What follows belongs to an exercise in optimizing a design on an open flow for small area; a production flow would make more cautious choices.
The RTL was checked by simulation tests, not by an equivalence proof against the original design.

==> flow/design.v <==
`timescale 1ns / 1ps
module clock_divider(
    input clk,
	input [26:0] freq,
	input reset,
    output clk_out
    );
reg [26:0] counter;
assign clk_out = (counter == 0)? 1'b1 : 1'b0;
always @ (posedge clk)
begin
	if (reset) begin
		counter <= 0;
	end
	else if (counter == freq - 1)
		counter <= 0;
	else
		counter <= (counter + 1); 
end
endmodule
`timescale 1ns / 1ps
module seven_seg_display(
	input clk,
	input rst,
	input tick,
	input [31:0] digit_values,
	output [6:0] ssd_digit,
	output [3:0] ssd_select
	);
reg [1:0] idx;
reg [7:0] ch;
reg [6:0] seg;  
always @(posedge clk) begin
	if (rst)
		idx <= 2'd0;
	else if (tick)
		idx <= idx + 2'd1;
end
always @(*) begin
	case (idx)
	2'd0: ch = digit_values[7:0];
	2'd1: ch = digit_values[15:8];
	2'd2: ch = digit_values[23:16];
	default: ch = digit_values[31:24];
	endcase
	case (ch)
	"0": seg = 7'b0111111;
	"1": seg = 7'b0000110;
	"2": seg = 7'b1011011;
	"3": seg = 7'b1001111;
	"4": seg = 7'b1100110;
	"5": seg = 7'b1101101;
	"6": seg = 7'b1111101;
	"7": seg = 7'b0000111;
	"8": seg = 7'b1111111;
	"9": seg = 7'b1101111;
	"-": seg = 7'b1000000;
	"r": seg = 7'b1010000;
	"d": seg = 7'b1011110;
	"l": seg = 7'b0111000;
	"u": seg = 7'b0011100;
	"c": seg = 7'b1011000;
	"n": seg = 7'b1010100;
	"o": seg = 7'b1011100;
	default: seg = 7'b0000000;
	endcase
end
assign ssd_digit = ~seg;
assign ssd_select = ~(4'b0001 << idx);
endmodule
`timescale 1ns / 1ps
module RN_JESUS (
	clk, 
	i_en,
	rst,
	o_rand
);
input clk;
input rst; 
input i_en; 
output reg o_rand;
parameter REG_LEN = 32;
reg [REG_LEN-1:0] shift_reg;
reg flag;
reg [REG_LEN-1:0] seed;  
wire feedback;
assign feedback = (shift_reg[31] ^ shift_reg[21] ^ shift_reg[1] ^ shift_reg[0]);
always@(posedge clk)
begin
	if (rst)
		seed <= 1;
	else if(!flag) begin
		if (seed == 32'hFFFF)
			seed <= 1;
		else
			seed <= seed+1;
	end
end
always @(posedge clk)
begin
	if (rst) begin
		shift_reg <= 1;
		flag <= 0;
		o_rand <= 0;
	end
	else if (i_en) begin
		if (!flag) begin
			shift_reg <= seed;
			flag <= 1;
			o_rand <= feedback;
		end
		else begin
			shift_reg <= {shift_reg[REG_LEN-2:0], feedback};
			o_rand <= feedback;
		end
	end 
end
endmodule
`timescale 1ns / 1ps
module move_to_ssd(
	input clk,
	input rst,
	input start,
    input [4:0] move,
    output reg [31:0] ssd_digits,
	output reg ready
    );
reg [2:0] disp_st_counter;
reg [4:0] move_reg;
always @(posedge clk) begin
	if (rst) begin
		disp_st_counter <= 3'b0;
		ready <= 1'b0;
		move_reg <= 0;
		ssd_digits <= 0;
	end
	else if (start) begin
		disp_st_counter <= 3'b0;
		ready <= 1'b0;
		move_reg <= move;
		ssd_digits <= 0;
	end
	else begin
		if (move_reg[4]) begin
			move_reg[4] <= 1'b0;
			ssd_digits <= {"r", ssd_digits[31:8]};
		end
		else if (move_reg[3]) begin
			move_reg[3] <= 1'b0;
			ssd_digits <= {"d", ssd_digits[31:8]};
		end
		else if (move_reg[2]) begin
			move_reg[2] <= 1'b0;
			ssd_digits <= {"l", ssd_digits[31:8]};
		end
		else if (move_reg[1]) begin
			move_reg[1] <= 1'b0;
			ssd_digits <= {"u", ssd_digits[31:8]};
		end
		else if (move_reg[0]) begin
			move_reg[0] <= 1'b0;
			ssd_digits <= {"c", ssd_digits[31:8]};
		end
		else
			ssd_digits <= ssd_digits;
		if (disp_st_counter == 5) begin
			ready <= 1'b1;
		end
		else
			disp_st_counter <= disp_st_counter + 1;
	end
end
endmodule
`timescale 1ns / 1ps
module rng_to_move(
    input [31:0] rng,
    input [3:0] num_play,
	input [2:0] num_elements,
    output reg [12:0] move,
    input clk,
    input rst,
    output reg ready,
    input start
    );
wire clk_slow;
reg [31:0] rng_reg;
reg [2:0] move_elements;
reg [3:0] play_elements;
reg a;
reg b;
clock_divider clk_div(
	.clk(clk),
	.freq(32),
	.reset(rst),
    .clk_out(clk_slow));
	always@(posedge clk) begin
		if (rst) begin
			rng_reg <= 0;
			move_elements <= 1;
			play_elements <= 5;
			ready <= 0;
			b <= 0;
		end
		else begin
		if(start)begin
			rng_reg <= rng;
			move_elements <= num_elements;
			play_elements <= num_play;
			ready <= 0;
			b <= a;
		end	
		if (b == ~a) 
			ready <= 1;
		end
	end
	always@(posedge clk)begin
		if (rst) begin
			move <= 0;
			a <= 1;
		end
		else if (clk_slow) begin
		case (move_elements)
		1:  begin
			move <= 1 << (rng_reg % play_elements);
			end
		2:  begin
			move <= (1 << ((rng_reg) % play_elements))
				  | (1 << ((rng_reg >> 4) % play_elements));
			end
		3:  begin
			move <= (1 << ((rng_reg) % play_elements))
				  | (1 << ((rng_reg >> 4) % play_elements))
				  | (1 << ((rng_reg >> 8) % play_elements));
			end
		4:  begin
			move <= (1 << ((rng_reg) % play_elements))
				  | (1 << ((rng_reg >> 4) % play_elements))
				  | (1 << ((rng_reg >> 8) % play_elements))
				  | (1 << ((rng_reg >> 16) % play_elements));
			end
		default:
			move <= 1 << (rng_reg % play_elements);
		endcase
		a <= ~a;
		end
	end
endmodule
`timescale 1ns / 1ps
module check_move(
    input [28:0] play_freq,
    input clk,
    input rst,
    input start,
	input [12:0] move,
	input [7:0] sw,
	input [4:0] btn,
    output reg halfway,
    output reg ready,
    output reg correct
    );
reg [31:0] counter;
reg [7:0] sw_prev;
reg [4:0] btn_press;
reg [12:0] move_reg;
always@(posedge clk) begin
	if (rst) begin
		sw_prev <= 0;
		counter <= 0;
		btn_press <= 0;
		ready <= 1'b0;
		correct <= 1'b0;
        halfway <= 1'b0;
        move_reg <= 0;
	end
	else if (start) begin
		sw_prev <= sw;
		counter <= 0;
		btn_press <= 0;
		ready <= 1'b0;
		correct <= 1'b0;
        halfway <= 1'b0;
        move_reg <= move;
	end
	else if (counter == play_freq) begin
		ready <= 1;
		if (((sw ^ sw_prev) == move_reg[12:5]) && (move_reg[4:0] == btn_press)) begin
			correct <= 1'b1;
		end
		else begin
			correct <= 1'b0;
		end
	end
	else begin  
		ready <= 0;
		counter <= counter + 28'b1;
		btn_press <= btn_press | btn;
        if (counter == play_freq >> 1)
            halfway <= 1'b1;
	end
end
endmodule
`timescale 1ns / 1ps
module level_up(
	input clk,
	input rst,
    input [3:0] level,
    output reg [28:0] play_freq,
    output reg [3:0] play_elements,
    output reg [2:0] move_elements,
    output reg [31:0] max_points
    );
always @(posedge clk)
begin
	if (rst) begin
		play_freq <= 4000;
		play_elements <= 5;
		move_elements <= 1;
		max_points <= 8;
	end
	else
	case (level) 
	1: begin
		play_freq <= 4000;
		play_elements <= 5;
		move_elements <= 1;
		max_points <= 8;
	end
	2: begin
		play_freq <= 4000;
		play_elements <= 5;
		move_elements <= 2;
		max_points <= 16;
	end
	3: begin
		play_freq <= 4000;
		play_elements <= 9;
		move_elements <= 2;
		max_points <= 24;
	end
	4: begin
		play_freq <= 4000;
		play_elements <= 9;
		move_elements <= 3;
		max_points <= 32;
	end
	5: begin
		play_freq <= 3000;
		play_elements <= 9;
		move_elements <= 3;
		max_points <= 40;
	end
	6: begin
		play_freq <= 3000;
		play_elements <= 13;
		move_elements <= 3;
		max_points <= 48;
	end
	7: begin
		play_freq <= 2000;
		play_elements <= 13;
		move_elements <= 4;
		max_points <= 56;
	end
	8: begin
		play_freq <= 2000;
		play_elements <= 13;
		move_elements <= 4;
		max_points <= 64;
	end
	default: begin
		play_freq <= 4000;
		play_elements <= 5;
		move_elements <= 1;
		max_points <= 8;
	end
	endcase
end
endmodule
`timescale 1ns / 1ps
module bop_it(
	input clk,
	input rst,
	input [7:0] sw,
	input [4:0] btns,
	output [7:0] leds,
	output [6:0] ssd_digit,
	output [3:0] ssd_select
    );
parameter 
	INIT_ST = 0,
	IDLE_ST = 1,
	RNG_ST =  2,
	PLAY_ST = 3,
	DISP_ST = 4,
	CHK_ST =  5,
	LVLUP_ST = 6,
	DISP_LVLUP_ST = 7,
	LOSE_ST = 8,
	WIN_ST = 9;
reg [3:0] state;
reg [3:0] level;
wire [3:0] play_elements;
wire [2:0] move_elements;
reg [31:0] points_won;
wire [31:0] max_points;
wire [28:0] play_freq;
reg [31:0] ssd_digits;
reg [4:0] rng_counter;
reg [31:0] rng_reg;
reg rng_en;
reg [12:0] move;
reg [4:0] btn_req;
reg [4:0] btn_press;
reg [2:0] disp_st_counter;
reg [7:0] sw_prev;
reg [27:0] timeout_cntr;
wire clk_ssd;
wire clk_slow;
wire rng_rst;
wire rng_num;
wire [4:0] btns_d;
reg mts_start;
wire mts_ready;
wire [31:0] mts_ssd_digits;
reg rtm_start;
wire rtm_ready;
wire [12:0] rtm_move;
reg cm_start;
wire cm_ready;
wire cm_correct;
wire cm_half;
reg [28:0] timer;
reg [3:0] points_100;
reg [3:0] points_10;
reg [3:0] points_1;
assign leds = move[12:5];
clock_divider ssd_clk (
    .clk(clk),
	.freq(16),
	.reset(rst),
    .clk_out(clk_ssd)
    );
clock_divider slow_clk (
    .clk(clk),
	.freq(64),
	.reset(rst),
    .clk_out(clk_slow)
    );
seven_seg_display ssd (
	.clk(clk),
	.rst(rst),
	.tick(clk_ssd),
	.digit_values(ssd_digits),
    .ssd_digit(ssd_digit),
    .ssd_select(ssd_select)
	);
RN_JESUS rng (
	.clk(clk), 
	.i_en(rng_en), 
	.rst(rng_rst), 
	.o_rand(rng_num)
);
move_to_ssd mts(
	.clk(clk),
	.rst(rst),
	.start(mts_start),
    .move(move[4:0]),
    .ssd_digits(mts_ssd_digits),
	.ready(mts_ready)
    );
rng_to_move rtm(
    .rng(rng_reg),
    .num_play(play_elements),
	.num_elements(move_elements),
    .move(rtm_move),
    .clk(clk),
    .rst(rst),
    .ready(rtm_ready),
    .start(rtm_start)
    );
check_move cm(
    .play_freq(play_freq),
    .clk(clk),
    .rst(rst),
    .start(cm_start),
	.move(move),
	.sw(sw),
	.btn(btns_d),
	.halfway(cm_half),	
    .ready(cm_ready),
    .correct(cm_correct)
    );
level_up lu(
	.clk(clk),
	.rst(rst),
    .level(level),
    .play_freq(play_freq),
    .play_elements(play_elements),
    .move_elements(move_elements),
    .max_points(max_points)
    );
assign btns_d = btns;
assign rng_rst = rst;
always @(posedge clk)
begin
	if (rst) begin
		state <= INIT_ST;
		level <= 0;
		points_won <= 0;
		ssd_digits <= 0;
		rng_counter <= 0;
		rng_reg <= 0;
		rng_en <= 0;
		move <= 0;
		sw_prev <= 0;
		timer <= 0;
		points_100 <= 0;
		points_10 <= 0;
		points_1 <= 0;
		mts_start <= 0;
		rtm_start <= 0;
		cm_start <= 0;
	end
	else if (clk_slow)
	case(state)
	INIT_ST: begin
			state <= IDLE_ST;
			sw_prev <= sw;
			ssd_digits <= "----";
		end
	IDLE_ST: begin
		if (sw[7] == ~sw_prev[7]) begin
			rng_en <= 1; 
			state <= RNG_ST;
		end
		sw_prev <= sw;
        level <= 1;
        points_won <= 0;
        points_1 <= 0;
        points_10 <= 0;
        points_100 <= 0;
		move <= 0;
	end
	RNG_ST:
	begin
		rng_reg[rng_counter] <= rng_num;
		if (rng_counter == 5'b11111)
		begin
			rng_en <= 0;
			state <= PLAY_ST;
			rng_counter <= 0;
			rtm_start <= 1;
		end
		else
			rng_counter <= rng_counter + 1;
	end
	PLAY_ST:
	begin
		rtm_start <= 1'b0;
		if (rtm_ready) begin
			mts_start <= 1'b1;
			sw_prev <= sw;
			ssd_digits <= 32'b0;
			state <= DISP_ST;
			move <= rtm_move;
		end
	end
	DISP_ST:
	begin
		if (mts_start)
			mts_start <= 1'b0;
		else if (mts_ready) begin
			ssd_digits <= mts_ssd_digits;
			state <= CHK_ST;
			cm_start <= 1'b1;
		end
	end
	CHK_ST: begin
		if (cm_start)
			cm_start <= 1'b0;
		else if (cm_ready)
		begin
			sw_prev <= sw;
			if (cm_correct) begin
                points_won <= points_won + 1;
                if (points_1 == 9) begin
                    points_1 <= 0;
                    if (points_10 == 9) begin
                        points_100 <= points_100 + 1;
                        points_10 <= 0;
                    end
                    else
                        points_10 <= points_10 + 1;
                end
                else
                    points_1 <= points_1 + 1;
				if (points_won == max_points - 1) begin
				level <= level + 1;
				state <= LVLUP_ST;
                timer <= 0;
				end
				else begin
					state <= RNG_ST;
					rng_en <= 1;
					rng_reg <= 0;
				end
			end
			else begin
				state <= LOSE_ST;
			end
		end
		else begin
			state <= CHK_ST;
            if (cm_half) begin
                ssd_digits <= 0;
                move <= 0;
            end
        end
	end
	LVLUP_ST:
	begin
		if (level == 9) begin
			state <= WIN_ST;
            timer <= 0;
            move[12:5] <= 8'hFF;
        end
		else
			state <= DISP_LVLUP_ST;
	end
	DISP_LVLUP_ST:
	begin
		if (timer == 200) begin
			state <= RNG_ST;
		end
        else if (timer == 0)
		begin
			ssd_digits <= {"lul", ("0" + level)};
			move[12:5] <= (1 << level) - 1;
            timer <= timer + 1;
		end
        else
            timer <= timer + 1;
	end
	LOSE_ST:
	begin
		ssd_digits[31:24] <= 8'b0;
        ssd_digits[23:16] <= 8'b0;
        ssd_digits[15:8] <= (points_10 + "0");
        ssd_digits[7:0] <= (points_1 + "0");
        sw_prev <= sw;
		state <= IDLE_ST;  
	end
	WIN_ST: 
	begin
        timer <= timer + 1;
        ssd_digits[31:24] <= 8'b0;
        ssd_digits[23:16] <= 8'b0;
        ssd_digits[15:8] <= (points_10 + "0");
        ssd_digits[7:0] <= (points_1 + "0");
		if (timer == 30 || timer == 60 || timer == 90 ||
            timer == 120 || timer == 150 || timer == 180)
            move[12:5] <= ~move[12:5];
        else if (timer == 200) begin
            state <= IDLE_ST;  
            sw_prev <= sw;
        end
	end
	default: begin
		ssd_digits <= "nooo";
		end
	endcase
end
endmodule
==> flow/run.sh <==
#!/bin/bash
# synth_recipe.tcl (not shown) runs the flow's synth.tcl, then flattens the netlist and writes it again
# the make line also repeats each setting of config.mk as NAME=value (left out here)
make -C /OpenROAD-flow-scripts/flow DESIGN_CONFIG=/design/flow/config.mk WORK_HOME=/design/flow/orfs CLKGATE_MAP_FILE= SYNTH_SCRIPT=/design/flow/synth_recipe.tcl finish
==> flow/config.mk <==
export PLATFORM = sky130hd
export DESIGN_NAME = bop_it
export DESIGN_NICKNAME = bop_it
export VERILOG_FILES = /design/flow/design.v
export SDC_FILE = /design/flow/constraint.sdc
export NUM_CORES = 4
export LEC_CHECK = 0
export CAP_MARGIN = 20
export CORE_MARGIN = 2
export CORE_UTILIZATION = 40
export SLEW_MARGIN = 20
==> flow/constraint.sdc <==
create_clock -name core_clock -period 80.0 [get_ports {clk}]
set_input_delay 16.0000 -clock core_clock [delete_from_list [all_inputs] [get_ports {clk}]]
set_output_delay 16.0000 -clock core_clock [all_outputs]
set_load 0.01 [all_outputs]
==> metrics.md <==
| Metric | Value |
|---|---|
| Status | `finished clean` |
| Post-synth cell types | `215` |
| Die Y | `437 um` |
| Seq/Total Area, Yosys | `12.5%` |
| Inserted Clock Buffers | `51` |
| Worst hold slack | `451 ps` |
| Worst hold path type | `flop to flop` |
| Sequential Area | `9390 um2` |
| Final Hold Fails | `0` |
| Area leader, netlist | `dfxtp_1` |
| Final nets | `10,520` |
| Final instance area | `78,900 um2` |
| Most area-consuming cells after synthesis | `dfxtp_1 13%, nor2_1 6.5%, xnor2_1 6.3%, nand2_1 4.8%, xor2_1 4.3%` |
| DR WL/cell | `19.9 um` |
| Reg2reg path depth | `254` |
| Fmax | `14.5 MHz` |
| I/O pins | `34` |
| Post-DP HPWL | `204,000 um` |
| Port Buffers | `33` |
| Commonest non-fill, non-tap cell in the layout | `nor2_1` |
| Setup ws final | `11,030 ps` |
| Crit end category | `flop` |
| Tmin final | `68,970 ps` |
| Avg Vias per Cell | `6.25` |
| Worst Skew | `21.1 ps` |
| Antenna violations before repair | `0` |
| Worst-Margin Slew | `1150 ps` |
| Share of cells above drive strength 1 | `10.0%` |
| Cells after DPL | `12,698` |
| Die extent in x | `437 um` |
| CTS Root Cell | `clkbuf_16` |
| WP data required | `80,510 ps` |
| Synthesized instance count | `10,452` |
| CTS tree | `done` |
| Clock buffer depth | `3` |
| Crit share post-route | `86.2%` |
| Worst flop-to-flop path startpoint | `rtm.play_elements[3]` |
| Critical path class | `flop to flop` |
| Skew-Pair Late Insertion Delay | `600 ps` |
| Pre-antenna DRT Iters | `7` |
| Fill cell count | `19,317` |
| Ys Warns | `11` |
| DR DRC count | `0` |
| Initial Util | `40.1%` |
| Worst setup slack after placement | `12,180 ps` |
| Hold Startpoint | `lu.move_elements[0]` |
| Routability cong. | `0.985` |
| Final setup viols | `0` |
| Die area | `191,000 um2` |
| Avg Synthesized Cell Area | `7.18 um2` |
| Vias post-DR | `79,980` |
| Clk sinks | `469` |
| Diode count | `0` |
| First-pass GRT wire length | `407,000 um` |
| Startpoint class of the critical path | `flop` |
| Crit path max-delay cell type | `mux2i_1` |
| Post-synth top area share | `12.5%` |
| Commonest non-fill, non-tap cells in the layout | `1,304 x nor2_1, 966 x nand2_1, 593 x a21oi_1, 536 x xnor2_1, 466 x dfxtp_1` |
| Core ar. | `187,000 um2` |
| Multi-input gate area | `62,400 um2` |
| CP max FO | `22` |
| Drt total wl | `254,000 um` |
| Mapped Area | `75,100 um2` |
| Hold depth | `2` |
| EDFF count, synth | `0` |
| Placed instance area | `77,100 um2` |
| GRT Residual Overflow | `0` |
| Largest net degree at the start of global routing | `71` |
| CP peak stage delay | `800 ps` |
| Relative slew slack | `21.0%` |
| All-Layer GR Usage | `25.2%` |
| DRT iter0 DRCs | `6,445` |
| Core Util, Final | `42.1%` |
| Post-CTS sizing | `0` |
| Hold buffer count at cts | `0` |
| CP dominant cell by count | `ha_1` |
| Routed Antenna Nets | `0` |
| Final Slew Violations | `0` |
| Top FF cell, synth | `dfxtp_1` |
| Number of global-route vias before repair | `74,508` |
| R2R Setup Slk | `11,030 ps` |
| Final Instance Count excl. Fillers | `12,793` |
| CTS clk-pin slew, worst paths | `60 ps` |
| Hold path endpoint | `rtm.move_elements[0]` |
| MaxCap Viol Count | `0` |
| Unrepaired setup endpoints after global routing | `false` |
| Post-synth ARST share | `0%` |
| RR Endpoint | `rtm.move[12]` |
| # Post-CTS Setup Buffers | `0` |
| TNS Setup | `0 ps` |
| H-tree levels | `2` |
| Row count | `159` |
| Synthesis-stage register bit count | `469` |
| Area grow syn2layout | `5.08%` |
| Worst EP arrival | `69,470 ps` |
-- kinds of logic after synthesis --
| family | after synthesis | synth area share [%] |
|---|---|---|
| DFF | 469 | 12.5 |
| muxes | 315 | 4.41 |
| buffers and inverters | 682 | 4.47 |
| other | 1 | 0.00500 |
| xor gates and xnor gates | 926 | 11.0 |
| adders and majority gates | 257 | 4.26 |
| and+or+nand+nor | 4910 | 35.0 |
| AOI/OAI and AO/OA | 2892 | 28.3 |
-- metal layers --
metal  share of wire (%)  wire (um)  vias to the layer above  global-route usage [%]
li1                    -          -                    38939                       -
met1                  46     118000                    38352                    34.4
met2                  46     118000                     2307                    42.8
met3                 4.8      12100                      382                    2.00
met4                 2.3       5960                        0                    6.02
met5                   0          0                        -                       0
-- worst max path at each step --
stage,end,cells after the start,slack [ps],startpoint
detailed placement,rtm.move[12],257,12180,rtm.play_elements[3]
floorplan,rtm.move[12],274,20780,rtm.play_elements[2]
global placement,rtm.move[12],257,13910,rtm.play_elements[3]
finish,rtm.move[12],254,11030,rtm.play_elements[3]
global route,rtm.move[9],254,5030,rtm.play_elements[3]
CTS,rtm.move[12],256,11960,rtm.play_elements[3]
-- synthesized netlist by cell type, types with 37 or more instances --
cell,count
nor4_1,162
o21ai_1,72
or2_2,94
a211o_1,39
o22ai_1,41
buf_2,50
nand4_1,198
a211oi_1,167
o21a_1,124
nor3_1,392
o2111ai_1,46
a22oi_1,54
a31oi_1,158
or3_1,134
a41oi_1,38
buf_6,37
mux2i_1,219
a21o_1,104
nand2b_1,81
inv_1,291
o211ai_1,100
nor2b_1,80
xnor2_1,536
and3_1,206
nor3b_1,44
o31ai_1,94
nand2_1,966
dfxtp_1,469
mux2_2,81
o31a_1,47
o21ai_0,444
xor2_1,371
clkbuf_1,203
and4_1,63
or4_1,63
a21boi_0,43
nor2_1,1304
and2_1,151
ha_1,247
nand3_1,455
a21oi_1,593
-- area by class of cell --
cell class	instances	area share [%]
inverters	307	1.49
well taps	2495	3.96
clock inverters	26	0.419
repair buffers	123	1.27
multi-input cells	9306	79.1
flip-flops and latches	469	11.9
clock buffers	67	1.85
-- critical path, delay by kind of cell, from the launching register on --
kind                     cells  cell delay (ps)
buffers and inverters       16             1740
flip-flops                   1              450
adder cells (fa/ha/maj)     30            10490
AO/OA/AOI/OAI               85            22230
XOR/XNOR                     8             1630
multiplexers                14             5900
AND/OR/NAND/NOR            101            26250

[static timing again, ports no longer ideal]
Ports are ideal in the flow. The routed layout listed here was re-timed in OpenROAD.
Step 1 (the two cells are an assumption about what drives the block):
set clk [get_ports {clk}]
set_driving_cell -lib_cell sky130_fd_sc_hd__clkbuf_16 $clk
set_driving_cell -lib_cell sky130_fd_sc_hd__buf_2 [delete_from_list [all_inputs] $clk]
Step 2 adds t to the input delays and takes it off the output delays; t is the mean of the earliest and latest rising clock arrival at the registers after step 1. Input paths then give back, and output paths get back, about the clock's delay inside the block.
Three values: no drivers, after step 1, after step 2; two values: the first two.
shift t [ns]: 0.654
setup slack, ns: 11.035 / 11.035 / 11.035
worst setup path after step 2: register to register
clock arrival spread, ns: 0.025 / 0.026
worst register clock-pin slew, ns: 0.07 / 0.07
After both steps this run still meets setup and hold. For this run, drivers alone change the setup slack by 0.000 ns; drivers and shift together by 0.000 ns.
